Background: an optimization exercise with open tools, aiming at small area. Do not read the settings as production practice.
In this exercise RTL edits were held to simulation tests only and were not proved equivalent to the original.
Power is estimated from default activity; no workload was simulated.

run A:
==> flow/design.v (excerpt) <==
module myclint #(
    parameter ADDR_W  = 32,
    parameter DATA_W  = 32,
    parameter N_CORES = 8
) (
    input                 clk,  
    input                 rt_clk,  
    input                 reset,  
    input                 valid,  
    input  [ADDR_W-1:0]   address,  
    input  [DATA_W-1:0]   wdata,  
    input  [DATA_W/8-1:0] wstrb,  
    output [DATA_W-1:0]   rdata,  
    output                ready,  
    output [N_CORES-1:0]  mtip,  
    output [N_CORES-1:0]  msip   
);
For scale: ~2400 cells after synthesis, ~620 flip-flops.
==> flow/config.mk <==
export PLATFORM = sky130hd
export DESIGN_NAME = myclint
export DESIGN_NICKNAME = myclint
export VERILOG_FILES = /design/flow/design.v
export SDC_FILE = /design/flow/constraint.sdc
export NUM_CORES = 4
export LEC_CHECK = 0
export CAP_MARGIN = 5
export CORE_MARGIN = 2
export CORE_UTILIZATION = 40
export SLEW_MARGIN = 5
==> flow/constraint.sdc <==
create_clock -name core_clock -period 6.0 [get_ports {clk}]
set_input_delay 1.2000 -clock core_clock [delete_from_list [all_inputs] [get_ports {clk}]]
set_output_delay 1.2000 -clock core_clock [all_outputs]
set_load 0.01 [all_outputs]
standard.sh (not shown) runs the stock make flow with config.mk's settings and CLKGATE_MAP_FILE= SYNTH_SCRIPT=/design/flow/synth_recipe.tcl, a recipe that flattens the netlist after the stock synthesis.
==> flow/flow/run.sh <==
#!/bin/bash
# Own layout flow: the standard ORFS flow (standard.sh) with
#  - synthesis using an area-oriented abc script (flow/synth.tcl, flow/area.abc),
#  - the smallest buffer on the ports,
#  - a clock tree of small clock buffers without dummy loads.
# Each step's full log stays in orfs/logs/ (ORFS writes one per step); make's
# own output goes to flow_make.log in the work folder.
set -euo pipefail
W=$(pwd)
export OWN_FLOW_DIR=$W/flow
CTS="-sink_clustering_enable -repair_clock_nets -dont_use_dummy_load"
CTS="$CTS -buf_list {sky130_fd_sc_hd__clkbuf_8} -root_buf sky130_fd_sc_hd__clkbuf_16"
CTS="$CTS -sink_clustering_size 16 -sink_clustering_max_diameter 100"
bash standard.sh \
  SYNTH_SCRIPT=$W/flow/synth.tcl \
  "BUFFER_PORTS_ARGS=-buffer_cell sky130_fd_sc_hd__buf_1" \
  "CTS_ARGS=$CTS" \
  finish > $W/flow_make.log 2>&1
==> flow/flow/area.abc <==
&get -n
&st
&syn2
&dch
&nf -R 1000
&put
==> flow/flow/synth.tcl <==
# The standard flow's synthesis script (synth_recipe.tcl), with the abc step given an
# area-oriented script; everything else, the flip-flop mapping included, is as
# in the standard synthesis.
proc synth {args} { yosys synth -nofsm -noshare {*}$args }
proc abc {args} {
  set i [lsearch -exact $args -script]
  if {$i >= 0} { lset args [expr {$i + 1}] $::env(OWN_FLOW_DIR)/area.abc }
  yosys abc {*}$args
}
source $::env(SCRIPTS_DIR)/synth.tcl
# left out here: clear keep_hierarchy, flatten, clean up, hide names made inside functions, write 1_2_yosys.v
Edits applied to the flow inputs when going from run A to run B:
Settings: SLEW_MARGIN: 5 -> 20; CAP_MARGIN: 5 -> 20.
diff --git a/flow/flow/run.sh b/flow/flow/run.sh
--- a/flow/flow/run.sh
+++ b/flow/flow/run.sh
@@ -12,3 +12,3 @@
 CTS="$CTS -buf_list {sky130_fd_sc_hd__clkbuf_8} -root_buf sky130_fd_sc_hd__clkbuf_16"
-CTS="$CTS -sink_clustering_size 16 -sink_clustering_max_diameter 100"
+CTS="$CTS -sink_clustering_size 14 -sink_clustering_max_diameter 100"
 bash standard.sh \
--- outcome ---
According to the power report, total power for run B is higher than for run A.
Via count of the first global-routing pass essentially unchanged between run B and run A.
Comparing the two runs side by side, run B comes out behind run A on upper clock frequency limit.
Edits applied to the flow inputs when going from run B to run C:
diff --git a/flow/flow/run.sh b/flow/flow/run.sh
--- a/flow/flow/run.sh
+++ b/flow/flow/run.sh
@@ -12,3 +12,3 @@
 CTS="$CTS -buf_list {sky130_fd_sc_hd__clkbuf_8} -root_buf sky130_fd_sc_hd__clkbuf_16"
-CTS="$CTS -sink_clustering_size 14 -sink_clustering_max_diameter 100"
+CTS="$CTS -sink_clustering_size 16 -sink_clustering_max_diameter 100"
 bash standard.sh \
==> flow/flow/area.abc <==
&get -n
&st
&dc2
&syn2
&dch
&nf -R 1000 -p
&st
&dch
&nf -R 1000 -p
&put
## What came out
Run C vs. run B: share of the core filled with cells in the final layout flat; mean instance size in the synthesized netlist up 3.1%; number of antenna diodes up 2; design area down about 1.5%; number of setup violations in the final report up 1. Run C: all stages done; final checks FAILED (negative setup slack). Post-route clock period utilization: run C vs run B up 3.8 points.
diff inputs: run C => run D
Settings: putting SETUP_SLACK_MARGIN at 0.2 where nothing was set.
==> summary.txt <==
- Synthesized-area fraction occupied by and/or/nand/nor cells came out exactly the same in run D and run C.
- Run D | stages: all done | timing, DRC, antenna: all pass
- Run D vs. run C: final design utilization saw little to no change, count of placed standard cells in the final layout, fillers left out barely changed, least setup slack across all paths after layout grew by 0.25 ns.
- The average wire per cell in the routed design on run C is in line with that on run D.
- Worst hold margin: run D vs run C — no meaningful difference
- Post-synthesis share of cell area spent on full adders, half adders and majority gates: run D vs run C identical

[static timing again, ports no longer ideal]
The results above use ideal ports. As a check the final layouts listed here were re-extracted and re-timed, cells and wires unchanged.
Step 1 assumes that a clkbuf_16 drives the clock port and a buf_2 every other input.
Step 2, shift: input delay + t, output delay - t, t = (earliest + latest rising clock arrival at the registers) / 2. This alone moves slack from input paths to output paths.
Three values: no drivers, after step 1, after step 2; two values: the first two.
| run | t, ns | setup WS [ns] | worst register clock-pin slew, ns |
|---|---|---|---|
| run A | 0.655 | 0.209 / 0.145 / 0.405 | 0.12 / 0.12 |
| run B | 0.640 | 0.180 / 0.117 / 0.477 | 0.10 / 0.10 |
| run C | 0.648 | -0.047 / -0.114 / 0.534 | 0.12 / 0.12 |
| run D | 0.647 | 0.203 / 0.137 / 0.728 | 0.12 / 0.12 |
